Context: an optimization exercise on an open-source flow, tuned for small area, a short achievable clock period and few clock cycles per item. The choices shown serve that exercise and are no tape-out recipe.
Only simulation tests tie the RTL to the original design; equivalence was not proved.
The clock port is modelled as an ideal driver, which makes a skipped or thinned clock tree look cheaper than it is; a real chip needs a root buffer or a tree.
Power is estimated from default activity; no workload was simulated.

job 101:
==> flow/design.v (excerpt) <==
module main(
	input rst_i,
	input clk_i,
	input [7 : 0] a_in,
	input [7 : 0] b_in,
	output busy_out,
	output [15 : 0] y_out
);
    wire [2:0] g;
    cbrt cbrt1(.b(b_in), .g(g));
    wire [9:0] t = {2'b00, a_in} + {1'b0, a_in, 1'b0};     
    wire [4:0] s = {1'b0, t[3:0]} + {1'b0, g, 1'b0};        
    reg [5:0] q;
    reg e;
    reg [3:0] lo;
    always @(posedge clk_i)
        if (rst_i) begin
            q <= t[9:4];
            e <= s[4];
            lo <= s[3:0];
        end
    assign busy_out = 1'b0;
    assign y_out = {6'd0, q + {5'd0, e}, lo};
endmodule
For scale: roughly 120 cells after synthesis, about 11 flip-flops, ~880 sq um of cells after synthesis.
==> flow/config.mk <==
export PLATFORM = sky130hd
export DESIGN_NAME = main
export DESIGN_NICKNAME = main
export VERILOG_FILES = /design/flow/design.v
export SDC_FILE = /design/flow/constraint.sdc
export NUM_CORES = 4
export LEC_CHECK = 0
export CAP_MARGIN = 20
export CORE_AREA = 2.5 2.5 59.5 59.5
export CTS_CLUSTER_DIAMETER = 100
export CTS_CLUSTER_SIZE = 30
export DIE_AREA = 0 0 62 62
export SLEW_MARGIN = 20
==> flow/constraint.sdc <==
create_clock -name core_clock -period 5.0 [get_ports {clk_i}]
set_input_delay 1.0000 -clock core_clock [delete_from_list [all_inputs] [get_ports {clk_i}]]
set_output_delay 1.0000 -clock core_clock [all_outputs]
set_load 0.01 [all_outputs]
standard.sh (not shown) runs the stock make flow with config.mk's settings and CLKGATE_MAP_FILE= SYNTH_SCRIPT=/design/flow/synth_recipe.tcl, a recipe that flattens the netlist after the stock synthesis.
==> flow/flow/run.sh <==
#!/bin/bash
# Own flow: the standard layout (standard.sh) with two changes:
#  - synthesis runs flow/synth.tcl: ORFS's synthesis with the same passes and
#    register names, but without full-adder extraction and with ABC mapping by
#    flow/abc.script;
#  - the port buffers are the smallest buffer (buf_1).
# Each step's full log is in orfs/logs/; make's output is in standard.log.
set -euo pipefail
here=$(pwd)
export MY_ABC_SCRIPT=$here/flow/abc.script
bash standard.sh "SYNTH_SCRIPT=$here/flow/synth.tcl" \
  "BUFFER_PORTS_ARGS=-buffer_cell sky130_fd_sc_hd__buf_1" finish > standard.log 2>&1
==> flow/flow/abc.script <==
strash; dch; map -D 1200; topo; buffer -c; upsize -D 1200 -c; dnsize -D 1200 -c
==> flow/flow/synth.tcl <==
# ORFS synthesis as synth_recipe.tcl runs it, but with extract_fa skipped and
# abc given the script named by MY_ABC_SCRIPT.
proc synth {args} { yosys synth -nofsm -noshare {*}$args }
proc extract_fa {args} { puts "extract_fa: skipped by my_synth.tcl" }
proc abc {args} {
  set i [lsearch -exact $args -script]
  if {$i >= 0} { lset args [expr {$i + 1}] $::env(MY_ABC_SCRIPT) }
  puts "abc (my_synth.tcl): $args"
  yosys abc {*}$args
}
source $::env(SCRIPTS_DIR)/synth.tcl
# left out here: clear keep_hierarchy, flatten, clean up, hide names made inside functions, write 1_2_yosys.v
Testbench counts of job 101, summed over its fixed seeds: cycles 2,400, items 2,400.
--- input diff job 101..job 102 ---
Settings: setting SETUP_SLACK_MARGIN to 2.8 for the first time; removing CTS_CLUSTER_SIZE (formerly 30); removing CTS_CLUSTER_DIAMETER (formerly 100).
==> run summary <==
Job 102 closes out successfully: all stages finished, all timing, DRC and antenna checks passed. Diff job 101 -> job 102: share of power burned in combinational logic saw an increase; worst setup slack after layout higher; via count up 55; met1 routing resource usage after global routing lost 0.67 points. Diff job 102 and job 101: multi-input logic portion of the cell area higher in job 102. [compare] base=job 101 new=job 102: total power of the final layout increased by about 7% relative to the old numbers; switching component of the power now larger; total routing resource utilization after global routing now sits higher; final wirelength rose by 150 um; relative contribution of the clock network to total power shows a reduction of 1.1 points. Of job 102 and job 101, the run reporting the higher routed length on met2 was job 102.
Setup changes, job 102 to job 103
Settings: SETUP_SLACK_MARGIN removed (was 2.8); CTS_CLUSTER_SIZE newly set to 30; CTS_BUF_LIST newly set to sky130_fd_sc_hd__clkbuf_2; CTS_CLUSTER_DIAMETER newly set to 100.
[summary]
Post-detailed-route DRC marker count across job 103 and job 102: no real change. Summary of job 103 over job 102: cell count now smaller, final worst-path cycle share now larger, slew at the pin closest to its max-slew limit now smaller, power share of the clock group now smaller, worst setup slack now smaller. Comparing job 103 with job 102, the hold slack came out essentially unchanged. NOTE: number of buffers other than clock buffers in the final layout in job 103 falls short of that of job 102. Core utilization is lower on job 103. Cmp job 103 vs job 102: aggregate routed wire length lower in job 103.

---

main again, from the RTL that the note above started with.
Settings: LEC_CHECK=0, CAP_MARGIN=20, CORE_AREA=2.5 2.5 59.5 59.5, DIE_AREA=0 0 62 62, SETUP_SLACK_MARGIN=2.85, SLEW_MARGIN=20; clock period 5.0 ns.
==> flow/flow/run.sh <==
#!/bin/bash
# Own flow: the standard layout (standard.sh) with these changes:
#  - the port buffers are the smallest buffer (buf_1);
#  - the one tie cell of the netlist drives all constant outputs
#    (SKIP_REPAIR_TIE_FANOUT);
#  - CTS (CTS_ARGS) adds no dummy load, and after it the root clock buffer
#    drives all flip-flops, with the leaf buffers under it removed
#    (flow/one_clkbuf.tcl), so every register's clock arrives alike.
# make's output goes to standard.log, each ORFS step's log to orfs/logs/.
set -euo pipefail
here=$(pwd)
bash standard.sh "SYNTH_NETLIST_FILES=$here/flow/netlist.v" \
  "BUFFER_PORTS_ARGS=-buffer_cell sky130_fd_sc_hd__buf_1" \
  SKIP_REPAIR_TIE_FANOUT=1 "POST_CTS_TCL=$here/flow/one_clkbuf.tcl" \
  "CTS_ARGS=-sink_clustering_enable -sink_clustering_size 50 -sink_clustering_max_diameter 500 -repair_clock_nets -dont_use_dummy_load -root_buf sky130_fd_sc_hd__clkbuf_4 -buf_list sky130_fd_sc_hd__clkbuf_4" finish > standard.log 2>&1
==> flow/flow/one_clkbuf.tcl <==
# POST_CTS_TCL: drive every flip-flop from the root clock buffer that CTS made,
# and remove the leaf buffers below it (a two-level tree for 11 sinks). All
# registers stay on one buffer, so their clock arrival stays the same.
set block [ord::get_db_block]
set root ""
set leaves {}
foreach inst [$block getInsts] {
  set m [[$inst getMaster] getName]
  if {![string match "sky130_fd_sc_hd__clkbuf_*" $m]} { continue }
  set a [$inst findITerm A]
  set anet [$a getNet]
  if {$anet ne "NULL" && [$anet getName] eq "clk_i"} { set root $inst } else { lappend leaves $inst }
}
if {$root eq ""} { error "one_clkbuf.tcl: no root clock buffer on clk_i" }
set rootnet [[$root findITerm X] getNet]
foreach leaf $leaves {
  set a [$leaf findITerm A]
  if {[$a getNet] ne $rootnet} { continue }
  set onet [[$leaf findITerm X] getNet]
  foreach it [$onet getITerms] {
    if {[$it getInst] eq $leaf} { continue }
    $it disconnect
    $it connect $rootnet
  }
  puts "one_clkbuf.tcl: removed [$leaf getName], its sinks now on [$rootnet getName]"
  $a disconnect
  odb::dbInst_destroy $leaf
  odb::dbNet_destroy $onet
}
estimate_parasitics -placement
report_checks -path_delay min_max -format end -group_path_count 3
Other scripts of this flow, unchanged in this note and not shown: flow/flow/netlist.v
Testbench counts at the start, summed over its fixed seeds: cycles 2,400, items 2,400.
Rerun with:
- SETUP_SLACK_MARGIN: 2.85 -> 2.95
What happened:
- setup slack loses 0.0066 ns
- power rises by 3.9%
- cell area rises by 5.6%
- die area is unchanged
- synthesized cell count stays the same
- combinational power rises by 6.5%
- core utilization rises by 1.8 points
- critical path depth does not change
- clock-buffer cell count does not change
- worst hold slack gains 0.0073 ns
Rerun with:
==> flow/flow/run.sh (replaced) <==
#!/bin/bash
# Own flow: the standard layout (standard.sh) with these changes:
#  - the port buffers are the smallest buffer (buf_1);
#  - the one tie cell of the netlist drives all constant outputs
#    (SKIP_REPAIR_TIE_FANOUT).
# make's output goes to standard.log, each ORFS step's log to orfs/logs/.
set -euo pipefail
here=$(pwd)
bash standard.sh "SYNTH_NETLIST_FILES=$here/flow/netlist.v" \
  "BUFFER_PORTS_ARGS=-buffer_cell sky130_fd_sc_hd__buf_1" \
  SKIP_REPAIR_TIE_FANOUT=1 finish > standard.log 2>&1
- SETUP_SLACK_MARGIN: 2.95 -> unset
removed: flow/flow/one_clkbuf.tcl
After rerunning: Hold slack is worse by 0.037 ns. Synthesized cell count stays the same. Count of clock-buffer cells in the layout came out higher by 3.
Rerun with:
==> flow/flow/run.sh (replaced) <==
#!/bin/bash
# Own flow: the standard layout (standard.sh) with these changes:
#  - the port buffers are the smallest buffer (buf_1);
#  - the one tie cell of the netlist drives all constant outputs
#    (SKIP_REPAIR_TIE_FANOUT);
#  - CTS (CTS_ARGS) adds no dummy load, and after it the root clock buffer
#    drives all flip-flops, with the leaf buffers under it removed
#    (flow/one_clkbuf.tcl), so every register's clock arrives alike.
# make's output goes to standard.log, each ORFS step's log to orfs/logs/.
set -euo pipefail
here=$(pwd)
bash standard.sh "SYNTH_NETLIST_FILES=$here/flow/netlist.v" \
  "BUFFER_PORTS_ARGS=-buffer_cell sky130_fd_sc_hd__buf_1" \
  SKIP_REPAIR_TIE_FANOUT=1 "POST_CTS_TCL=$here/flow/one_clkbuf.tcl" \
  "CTS_ARGS=-sink_clustering_enable -sink_clustering_size 50 -sink_clustering_max_diameter 500 -repair_clock_nets -dont_use_dummy_load -root_buf sky130_fd_sc_hd__clkbuf_4 -buf_list sky130_fd_sc_hd__clkbuf_4" finish > standard.log 2>&1
==> flow/flow/one_clkbuf.tcl (new file) <==
# POST_CTS_TCL: drive every flip-flop from the root clock buffer that CTS made,
# and remove the leaf buffers below it (a two-level tree for 11 sinks). All
# registers stay on one buffer, so their clock arrival stays the same.
set block [ord::get_db_block]
set root ""
set leaves {}
foreach inst [$block getInsts] {
  set m [[$inst getMaster] getName]
  if {![string match "sky130_fd_sc_hd__clkbuf_*" $m]} { continue }
  set a [$inst findITerm A]
  set anet [$a getNet]
  if {$anet ne "NULL" && [$anet getName] eq "clk_i"} { set root $inst } else { lappend leaves $inst }
}
if {$root eq ""} { error "one_clkbuf.tcl: no root clock buffer on clk_i" }
set rootnet [[$root findITerm X] getNet]
foreach leaf $leaves {
  set a [$leaf findITerm A]
  if {[$a getNet] ne $rootnet} { continue }
  set onet [[$leaf findITerm X] getNet]
  foreach it [$onet getITerms] {
    if {[$it getInst] eq $leaf} { continue }
    $it disconnect
    $it connect $rootnet
  }
  puts "one_clkbuf.tcl: removed [$leaf getName], its sinks now on [$rootnet getName]"
  $a disconnect
  odb::dbInst_destroy $leaf
  odb::dbNet_destroy $onet
}
estimate_parasitics -placement
report_checks -path_delay min_max -format end -group_path_count 3
- PLACE_DENSITY: unset -> 0.9
Non-clock buffer count is unchanged.
Final area fell by 2.0%.
Sequential power is about the same.
Rerun with:
==> flow/flow/run.sh (replaced) <==
#!/bin/bash
# Own flow: the standard layout (standard.sh) with these changes:
#  - the port buffers are the smallest buffer (buf_1);
#  - the one tie cell of the netlist drives all constant outputs
#    (SKIP_REPAIR_TIE_FANOUT).
# make's output goes to standard.log, each ORFS step's log to orfs/logs/.
set -euo pipefail
here=$(pwd)
bash standard.sh "SYNTH_NETLIST_FILES=$here/flow/netlist.v" \
  "BUFFER_PORTS_ARGS=-buffer_cell sky130_fd_sc_hd__buf_1" \
  SKIP_REPAIR_TIE_FANOUT=1 \
  "CTS_ARGS=-sink_clustering_enable -sink_clustering_size 50 -sink_clustering_max_diameter 500 -repair_clock_nets -dont_use_dummy_load -root_buf sky130_fd_sc_hd__clkbuf_4 -buf_list sky130_fd_sc_hd__clkbuf_4" finish > standard.log 2>&1
- PLACE_DENSITY: 0.9 -> unset
removed: flow/flow/one_clkbuf.tcl
Global-route usage rose by 0.61 points.
Non-clock buffer count stays the same.
Synthesized cell count does not change.
Worst setup slack is worse by 0.094 ns.
Sequential power barely changes.
Power rose by 9.8%.
Wire length rose by 5.0%.

## re-timing with driven ports
Ports are ideal in the flow. The routed layouts listed here were re-timed in OpenROAD. Step 1: set_driving_cell puts a clkbuf_16 on clk_i and a buf_2 on each other input, an assumption about the parent block. Step 2 moves the port delays by t, midway between the first and last clock arrival at a register: inputs arrive t later, outputs are due t later. That takes back most of the time a late clock gives input paths. a / b / c = no drivers / after step 1 / after step 2; a / b = the first two.
run	t, ns	setup slack, ns	hold WS [ns]	worst setup path after step 2
job 101	0.277	2.642 / 2.620 / 2.493	1.031 / 1.031 / 1.307	input to register
job 102	0.278	2.776 / 2.755 / 2.525	1.046 / 1.050 / 1.328	input to register
job 103	0.260	2.645 / 2.623 / 2.500	1.043 / 1.042 / 1.302	input to register
the first run of note 2	0.174	2.883 / 2.864 / 2.735	1.082 / 1.096 / 1.271	input to register
the second run of note 2	0.185	2.877 / 2.857 / 2.794	1.089 / 1.091 / 1.276	input to register
the third run of note 2	0.269	2.732 / 2.714 / 2.626	1.052 / 1.063 / 1.332	input to register
the fourth run of note 2	0.173	2.835 / 2.819 / 2.681	1.144 / 1.156 / 1.329	input to register
the fifth run of note 2	0.266	2.741 / 2.723 / 2.622	1.060 / 1.071 / 1.337	input to register
After both steps setup and hold are still met in every run listed. The setup slack of job 102, which loses most, moves by -0.021 ns with the drivers and by -0.251 ns with both steps.
